What follows belongs to an exercise in optimizing a design on an open flow for a short achievable clock period and few clock cycles; a production flow would make more cautious choices. Function was checked by simulation only, so behaviour that the tests miss may differ from the original. No activity file was given, so power comes from the tool's default toggle rates.

===== run.sh =====
#!/bin/bash
# synth_recipe.tcl (not shown) runs the flow's synth.tcl, then flattens the netlist and writes it again
# the make line also repeats each setting of config.mk as NAME=value (left out here)
make -C /OpenROAD-flow-scripts/flow DESIGN_CONFIG=/design/flow/config.mk WORK_HOME=/design/flow/orfs CLKGATE_MAP_FILE= SYNTH_SCRIPT=/design/flow/synth_recipe.tcl finish

===== config.mk =====
export PLATFORM = sky130hd
export DESIGN_NAME = myCPU
export DESIGN_NICKNAME = myCPU
export VERILOG_FILES = /design/flow/design.v
export SDC_FILE = /design/flow/constraint.sdc
export NUM_CORES = 4
export LEC_CHECK = 0
export ABC_CLOCK_PERIOD_IN_PS = 3000
export CAP_MARGIN = 20
export CORE_MARGIN = 2
export CORE_UTILIZATION = 40
export SETUP_SLACK_MARGIN = 5.0
export SLEW_MARGIN = 20

===== constraint.sdc =====
create_clock -name core_clock -period 8.5 [get_ports {cpu_clk}]
set_input_delay 1.7000 -clock core_clock [delete_from_list [all_inputs] [get_ports {cpu_clk}]]
set_output_delay 1.7000 -clock core_clock [all_outputs]
set_load 0.01 [all_outputs]

===== design.v =====
`timescale 1ns / 1ps
module myCPU (
    input  wire         cpu_rst,
    input  wire         cpu_clk,
    output wire [13:0]  inst_addr,
    input  wire [31:0]  inst,
    output wire [31:0]  Bus_addr,
    input  wire [31:0]  Bus_rdata,
    output wire         Bus_wen,
    output wire [31:0]  Bus_wdata
);
localparam OP_R    = 7'b0110011;
localparam OP_I    = 7'b0010011;
localparam OP_LOAD = 7'b0000011;
localparam OP_S    = 7'b0100011;
localparam OP_B    = 7'b1100011;
localparam OP_LUI  = 7'b0110111;
localparam OP_JAL  = 7'b1101111;
localparam OP_JALR = 7'b1100111;
wire clk = cpu_clk;
wire rst = cpu_rst;
reg  [31:0] pc_f;
reg  [31:0] bv;
reg  [24:0] btag [0:31];
reg  [29:0] btgt [0:31];
reg         ID_valid;
reg  [31:0] ID_inst;
reg  [31:0] ID_pc;
reg  [31:0] ID_pc4;
reg         ID_pred;
reg  [31:0] ID_pnext;
reg         EX_valid;
reg  [31:0] EX_A, EX_B, EX_S;
reg         EX_sub, EX_arith;
reg         EX_sel_add, EX_sel_and, EX_sel_or, EX_sel_xor, EX_sel_sll, EX_sel_sr, EX_sel_link;
reg  [4:0]  EX_rd;
reg         EX_wen, EX_ld, EX_st, EX_br, EX_jalr, EX_ctrl;
reg  [2:0]  EX_f3;
reg         EX_pred;
reg  [31:0] EX_alt, EX_chk, EX_tgt, EX_link, EX_pc;
reg  [31:0] MEM_res, MEM_sd;
reg         MEM_we, MEM_wen, MEM_ld, MEM_ctrl, MEM_taken;
reg  [4:0]  MEM_rd;
reg  [31:0] MEM_pc, MEM_tgt;
reg  [31:0] WB_val;
reg         WB_wen;
reg  [4:0]  WB_rd;
reg  [31:0] rf [1:31];
wire [4:0]  bidx     = pc_f[6:2];
wire        btb_hit  = bv[bidx] & (btag[bidx] == pc_f[31:7]);
wire [31:0] pc_f4    = pc_f + 32'd4;
wire [31:0] pred_nxt = btb_hit ? {btgt[bidx], 2'b00} : pc_f4;
assign inst_addr = pc_f[15:2];
wire [6:0] op  = ID_inst[6:0];
wire [2:0] f3  = ID_inst[14:12];
wire [4:0] rd  = ID_inst[11:7];
wire [4:0] rs1 = ID_inst[19:15];
wire [4:0] rs2 = ID_inst[24:20];
wire is_r    = (op == OP_R);
wire is_i    = (op == OP_I);
wire is_ld   = (op == OP_LOAD);
wire is_st   = (op == OP_S);
wire is_br   = (op == OP_B);
wire is_lui  = (op == OP_LUI);
wire is_jal  = (op == OP_JAL);
wire is_jalr = (op == OP_JALR);
wire use1    = is_r | is_i | is_ld | is_st | is_br | is_jalr;
wire use2    = is_r | is_st | is_br;
wire wen     = (is_r | is_i | is_ld | is_lui | is_jal | is_jalr) & (rd != 5'd0);
wire use_imm = is_i | is_ld | is_st | is_lui | is_jalr;
wire s = ID_inst[31];
wire [31:0] imm_i = {{20{s}}, ID_inst[31:20]};
wire [31:0] imm_s = {{20{s}}, ID_inst[31:25], ID_inst[11:7]};
wire [31:0] imm_b = {{19{s}}, s, ID_inst[7], ID_inst[30:25], ID_inst[11:8], 1'b0};
wire [31:0] imm_u = {ID_inst[31:12], 12'b0};
wire [31:0] imm_j = {{11{s}}, s, ID_inst[19:12], ID_inst[20], ID_inst[30:21], 1'b0};
wire [31:0] imm   = is_lui ? imm_u : is_st ? imm_s : imm_i;
wire [31:0] id_tgt = ID_pc + (is_jal ? imm_j : imm_b);
wire [31:0] id_chk = ID_pnext - imm_i;
wire        mis_ex;
wire [31:0] ex_res;
wire [31:0] mem_fwd = MEM_ld ? Bus_rdata : MEM_res;
wire h1_ex  = EX_wen  & (EX_rd  == rs1);
wire h2_ex  = EX_wen  & (EX_rd  == rs2);
wire h1_mem = MEM_wen & (MEM_rd == rs1);
wire h2_mem = MEM_wen & (MEM_rd == rs2);
wire h1_wb  = WB_wen  & (WB_rd  == rs1);
wire h2_wb  = WB_wen  & (WB_rd  == rs2);
wire stall = ID_valid & EX_ld & ((h1_ex & use1) | (h2_ex & use2));
wire [31:0] rf1 = (rs1 == 5'd0) ? 32'd0 : rf[rs1];
wire [31:0] rf2 = (rs2 == 5'd0) ? 32'd0 : rf[rs2];
wire [31:0] fwd1 = h1_ex ? ex_res : h1_mem ? mem_fwd : h1_wb ? WB_val : rf1;
wire [31:0] fwd2 = h2_ex ? ex_res : h2_mem ? mem_fwd : h2_wb ? WB_val : rf2;
wire st_taken = is_jal | (is_br & s);
wire is_ctrl  = is_jal | is_jalr | is_br;
wire redir_take = ID_valid & ~ID_pred & st_taken;
wire redir_back = ID_valid & ID_pred & ~is_ctrl;
wire redir_id   = (redir_take | redir_back) & ~stall;
wire id_pred    = redir_take ? 1'b1 : redir_back ? 1'b0 : ID_pred;
wire [31:0] redir_pc = redir_back ? ID_pc4 : id_tgt;
wire [31:0] bx  = EX_B ^ {32{EX_sub}};
wire [31:0] sum = EX_A + bx + {31'd0, EX_sub};
wire        eq  = (EX_A == EX_B);
wire        lt  = (EX_A[31] ^ EX_B[31]) ? EX_A[31] : sum[31];
wire        cond = EX_f3[2] ? (lt ^ EX_f3[0]) : (eq ^ EX_f3[0]);
wire [31:0] sll = EX_A << EX_B[4:0];
wire [31:0] sr  = $signed({EX_arith & EX_A[31], EX_A}) >>> EX_B[4:0];
assign ex_res = ({32{EX_sel_add}}  & sum)
              | ({32{EX_sel_and}}  & (EX_A & EX_B))
              | ({32{EX_sel_or}}   & (EX_A | EX_B))
              | ({32{EX_sel_xor}}  & (EX_A ^ EX_B))
              | ({32{EX_sel_sll}}  & sll)
              | ({32{EX_sel_sr}}   & sr)
              | ({32{EX_sel_link}} & EX_link);
wire mis_br   = EX_br & (cond != EX_pred);
wire mis_jalr = EX_jalr & (EX_A != EX_chk);
assign mis_ex = mis_br | mis_jalr;
wire [31:0] ex_redir = EX_jalr ? sum : EX_alt;
always @(posedge clk or posedge rst) begin
  if (rst) begin
    pc_f     <= 32'd0;
    ID_valid <= 1'b0;
    EX_valid <= 1'b0;
    EX_wen <= 1'b0; EX_ld <= 1'b0; EX_st <= 1'b0; EX_br <= 1'b0; EX_jalr <= 1'b0; EX_ctrl <= 1'b0;
    MEM_we <= 1'b0; MEM_wen <= 1'b0; MEM_ld <= 1'b0; MEM_ctrl <= 1'b0;
    WB_wen <= 1'b0;
  end else begin
    if (mis_ex)        pc_f <= ex_redir;
    else if (stall)    pc_f <= pc_f;
    else if (redir_id) pc_f <= redir_pc;
    else               pc_f <= pred_nxt;
    if (mis_ex | redir_id) ID_valid <= 1'b0;
    else if (!stall)       ID_valid <= 1'b1;
    if (mis_ex | stall | ~ID_valid) begin
      EX_valid <= 1'b0;
      EX_wen <= 1'b0; EX_ld <= 1'b0; EX_st <= 1'b0; EX_br <= 1'b0; EX_jalr <= 1'b0; EX_ctrl <= 1'b0;
    end else begin
      EX_valid <= 1'b1;
      EX_wen  <= wen;
      EX_ld   <= is_ld;
      EX_st   <= is_st;
      EX_br   <= is_br;
      EX_jalr <= is_jalr;
      EX_ctrl <= is_ctrl;
    end
    MEM_we   <= EX_st;
    MEM_wen  <= EX_wen;
    MEM_ld   <= EX_ld;
    MEM_ctrl <= EX_ctrl;
    WB_wen <= MEM_wen;
  end
end
always @(posedge clk or posedge rst) begin
  if (rst) bv <= 32'd0;
  else if (MEM_ctrl) begin
    if (MEM_taken) bv[MEM_pc[6:2]] <= 1'b1;
    else if (btag[MEM_pc[6:2]] == MEM_pc[31:7]) bv[MEM_pc[6:2]] <= 1'b0;
  end
end
always @(posedge clk) begin
  if (MEM_ctrl & MEM_taken) begin
    btag[MEM_pc[6:2]] <= MEM_pc[31:7];
    btgt[MEM_pc[6:2]] <= MEM_tgt[31:2];
  end
  if (!stall) begin
    ID_inst  <= inst;
    ID_pc    <= pc_f;
    ID_pc4   <= pc_f4;
    ID_pred  <= btb_hit;
    ID_pnext <= pred_nxt;
  end
  EX_A       <= use1 ? fwd1 : 32'd0;
  EX_B       <= use_imm ? imm : fwd2;
  EX_S       <= fwd2;
  EX_sub     <= is_br | (is_r & (f3 == 3'b000) & ID_inst[30]);
  EX_arith   <= ID_inst[30];
  EX_sel_add <= ((is_r | is_i) & (f3 == 3'b000)) | is_ld | is_st | is_lui;
  EX_sel_and <= (is_r | is_i) & (f3 == 3'b111);
  EX_sel_or  <= (is_r | is_i) & (f3 == 3'b110);
  EX_sel_xor <= (is_r | is_i) & (f3 == 3'b100);
  EX_sel_sll <= (is_r | is_i) & (f3 == 3'b001);
  EX_sel_sr  <= (is_r | is_i) & (f3 == 3'b101);
  EX_sel_link <= is_jal | is_jalr;
  EX_rd      <= rd;
  EX_f3      <= f3;
  EX_pred    <= id_pred;
  EX_alt     <= id_pred ? ID_pc4 : id_tgt;
  EX_chk     <= id_chk;
  EX_tgt     <= id_tgt;
  EX_link    <= ID_pc4;
  EX_pc      <= ID_pc;
  MEM_res   <= ex_res;
  MEM_sd    <= EX_S;
  MEM_rd    <= EX_rd;
  MEM_taken <= EX_br ? cond : 1'b1;
  MEM_pc    <= EX_pc;
  MEM_tgt   <= EX_jalr ? sum : EX_tgt;
  WB_val <= mem_fwd;
  WB_rd  <= MEM_rd;
  if (WB_wen) rf[WB_rd] <= WB_val;
end
assign Bus_addr  = MEM_res;
assign Bus_wdata = MEM_sd;
assign Bus_wen   = MEM_we;
endmodule

==> results list <==
- Peak supply drop: 308 µV
- The internal power of the cells totals 37700 µW.
- The longest clock path from root to sink contains 4 buffers.
* Library cell used as clock root buffer: clkbuf_16
- Most common flop cell mapped by yosys: edfxtp_1
- Number of detailed-routing iterations run before antenna repair: 7
- Syn nets: 9297
- Net Switching: 19400 µW
- Endpoints failing setup: 0
- Derived from the worst setup path, the maximum achievable clock frequency is 0.220 GHz.
- Number of buffers added to fix hold violations after cts: 0
- Max FO, Critical Path: 16
- Proportion of power drawn by the clock network: 0.278
* Filler cells: 31500
- Summing every instance area after synthesis gives 153000 µm².
* Setup skew after layout: 0.0769 ns
- In the routed design, unresolved DRC markers number 0.
- Number of warning messages in the yosys log: 1
- Number of top-level pins: 145
- Routed via count: 97500
- Nature of the critical path startpoint: register
- Share of async-settable or async-resettable flops after synthesis: 0.0223
* Share of the cycle needed by the critical path after routing: 0.534
- Most frequently used cell type in the post-synthesis netlist: edfxtp_1
* Sequential fraction of design power: 0.396
- Number of buffers created by CTS: 355
- The floorplan step set the die width to 622 µm.
- Path class of the lowest-slack min-delay path: reg2reg
- Largest register by flop count: rf
- Counting flops with a built-in enable in the synthesized netlist gives 2879.
- Number of violations reported at the end of detailed-routing iteration 0: 14100
* GP Congestion: 0.954
* Number of buffers inserted by port buffering: 144
- Synthesis inferred 3401 register bits.
- For the worst setup path, the data arrival time is 5.41 ns.
- Power spread over the standard cell area amounts to 311 nW/µm².
- By area the synthesized netlist is led by edfxtp_1 57%, mux4_2 17%, dfxtp_1 5.8%, mux2i_1 2.8%, ha_1 1.4%.
- Clock tree from TritonCTS: yes
- Number of nets at the end of the flow: 9893
* Wire length per cell after detailed routing: 37.4 µm
* Clock insertion delay at the later pin of the skew report: 0.96 ns
* Smallest hold slack: 0.313 ns
- Sinks on the clock net: 3401
- RSZ-0062 raised after global routing: true
- The initial utilization of the core area, before any placement, comes to 0.401.
- Area share of the largest cell type after synthesis: 0.565
* Count of mapped cells out of synthesis: 9062
- The die is 622 µm tall.
* Post-layout min period: 4.54 ns
* Overflow left after global routing: 0
- Of the cells placed in the final design, the portion with a size suffix greater than 1 is 0.330.
* Antenna violations before repair: 49
- Counting distinct cell types in the post-synthesis netlist gives 101.
- H-tree depth: 5
- Of the total power, combinational logic draws 0.326.
- Summed over all nets, the half-perimeter wirelength after detailed placement is 320000 µm.
- Via count of the first global-routing pass: 94400
* Reported leakage power: 0.0627 µW
* Largest register FFs: 992
- Of all cell types, the one taking the most synthesized area is edfxtp_1.
- Using the TritonRoute via totals, the vias-per-cell ratio works out to 6.49.
- A synthesized cell averages 16.9 µm².
* Endpoint class of the critical path: register
- Sequential share of the synthesized area: 0.636
- Total Routing Usage GR: 0.280
- Final number of hold-violating endpoints: 0
- Worst Tran Pin Value: 1.33 ns
* Row count: 227
- Floorplan core area: 381000 µm²
- First-pass GRT wire length: 762000 µm
* Total Die Area: 387000 µm²
- Drt total wl: 561000 µm
- List of most frequent post-synthesis cells: 2879 x edfxtp_1, 1151 x mux4_2, 446 x dfxtp_1, 433 x mux2i_1, 423 x nor2_1
- Switching share of total power: 0.340
- Count of nets left with antenna violations after detail routing: 0
- Clock-pin slew reported for the worst setup and hold paths after clock tree synthesis: 0.07 ns
- The worst setup path is of the reg2reg kind.
- Post-route setup TNS: 0 ns
- The area growth from synthesis to layout is 19.9%.
* Number of slew-limit violations in the final report: 0
- Worst path required time: 9.37 ns
- Entering global routing, the biggest net connects 121 pins.
- Max-cap violations in this run came to 0.
- The run finished with no timing, DRC or antenna violations.
- Worst relative slew slack: 0.106
==> worst max-delay path: stages, from the launching register on <==
cell	delay [ns]
dfrtp_4	0.53
buf_12	0.16
buf_12	0.13
bufbuf_16	0.30
nor2b_2	0.43
a221oi_1	0.14
o21ai_1	0.25
a31oi_1	0.20
nor2_1	0.30
or4bb_1	0.45
and4b_1	0.32
nand4_1	0.15
buf_12	0.21
mux2_4	0.33
a221oi_2	0.23
a211oi_1	0.08
a21oi_1	0.18
==> final timing paths <==
kind                                start         end  slack (ns)  depth (start not counted)
worst max-delay path              pc_f[4]    pc_f[19]        3.96                         16
worst min-delay path            EX_pc[22]  MEM_pc[22]        0.31                          0
worst max register to register    pc_f[4]    pc_f[19]        3.96                         16
worst min register to register  EX_pc[22]  MEM_pc[22]        0.31                          0
max in group asynchronous         cpu_rst     pc_f[2]        6.30                          3
min in group asynchronous         cpu_rst      MEM_we        1.06                          2
==> final cells by class <==
class                   count  area (µm²)  share of cell area
inverters                 201         778             0.00424
diodes                     15        37.5            0.000205
clock inverters           188        1990              0.0109
clock buffers             468        9740              0.0531
repair buffers            871       10200              0.0558
well taps                5038        6300              0.0344
flip-flops and latches   3401       97500               0.532
multi-input cells        4828       56800               0.310
==> cells in the final DEF (no fill, tap or decap), drive strengths merged, types with 37 or more instances in the layout <==
cell type and instances:
clkinv 132, a221oi 54, dlygate4sd2 63, nor3 49
dfxtp 446, xor2 122, o211ai 46, a21oi 309
clkdlybuf4s50 68, nand2 362, a22oi 196, dfrtp 76
xnor2 120, buf 697, nor4 41, inv 209
mux2i 433, and3 41, mux4 1168, o31ai 56
clkbuf 484, a211oi 174, ha 166, a21o 73
nand2b 56, edfxtp 2879, nand3 79, a221o 46
nand4 70, a31oi 37, nor2 424, o21ai 247
mux2 138
==> layer usage <==
layer	track usage	up-vias	routed length (µm)
li1	-	38100	-
met2	0.436	6607	257000
met5	0	-	194
met4	0.152	32	36900
met3	0.0609	1396	62200
met1	0.368	51300	205000
==> repair_timing <==
item,4_1_cts,5_1_grt
setup buffers,252,156
setup endpoints to repair,2196,514
gates resized for setup,820,384
pin swaps,159,178
cloned,46,15
==> cell families after synthesis <==
family | after synthesis | synth area share
xor+xnor | 243 | 0.0140
simple gates | 1247 | 0.0382
buf+inv | 838 | 0.0240
flops | 3401 | 0.636
compound gates | 1425 | 0.0628
mux | 1739 | 0.211
fa+ha+maj | 169 | 0.0140
==> power groups by stage <==
stage	clock, µW	combinational [µW]	sequential [µW]
4_1_cts	16000	17200	22600
3_5_place_dp	0	14400	23200
3_3_place_gp	0	14300	23000
5_1_grt	16600	19000	22800
2_1_floorplan	0	10000	21700
6_report	15900	18600	22600
==> through the flow <==
stage,instances,total power (µW),area (µm²),setup slack [ns],util
3_5_place_dp,13900,37600,161000,2.53,0.422
6_report,15000,57100,183000,3.96,0.481
5_1_grt,15000,58500,183000,3.91,0.481
4_1_cts,14800,55700,180000,4.04,0.471
3_3_place_gp,13900,37400,161000,2.58,0.422
2_1_floorplan,9062,31800,154000,4.49,-
Testbench counts, summed over its fixed seeds: cycles 214,292.

port drivers added, routing unchanged:
No port has a modelled driver above. Below, the same layout with a new extraction and two added sets of constraints. Step 1 (the two cells are an assumption about what drives the block):
set clk [get_ports {cpu_clk}]
set_driving_cell -lib_cell sky130_fd_sc_hd__clkbuf_16 $clk
set_driving_cell -lib_cell sky130_fd_sc_hd__buf_2 [delete_from_list [all_inputs] $clk]
Step 2 adds t to the input delays and takes it off the output delays; t is the mean of the earliest and latest rising clock arrival at the registers after step 1. Input paths then give back, and output paths get back, about the clock's delay inside the block. Slacks: no drivers / after step 1 / after step 2; pairs: no drivers / after step 1.
t (ns): 1.042
setup WS [ns]: 3.962 / 3.962 / 3.962
worst hold slack (ns): 0.313 / 0.313 / 0.313
worst slew at a driven data input, ns: 0.10
After both steps setup and hold are still met in this run. For this run, drivers alone change the setup slack by 0.000 ns; drivers and shift together by 0.000 ns.
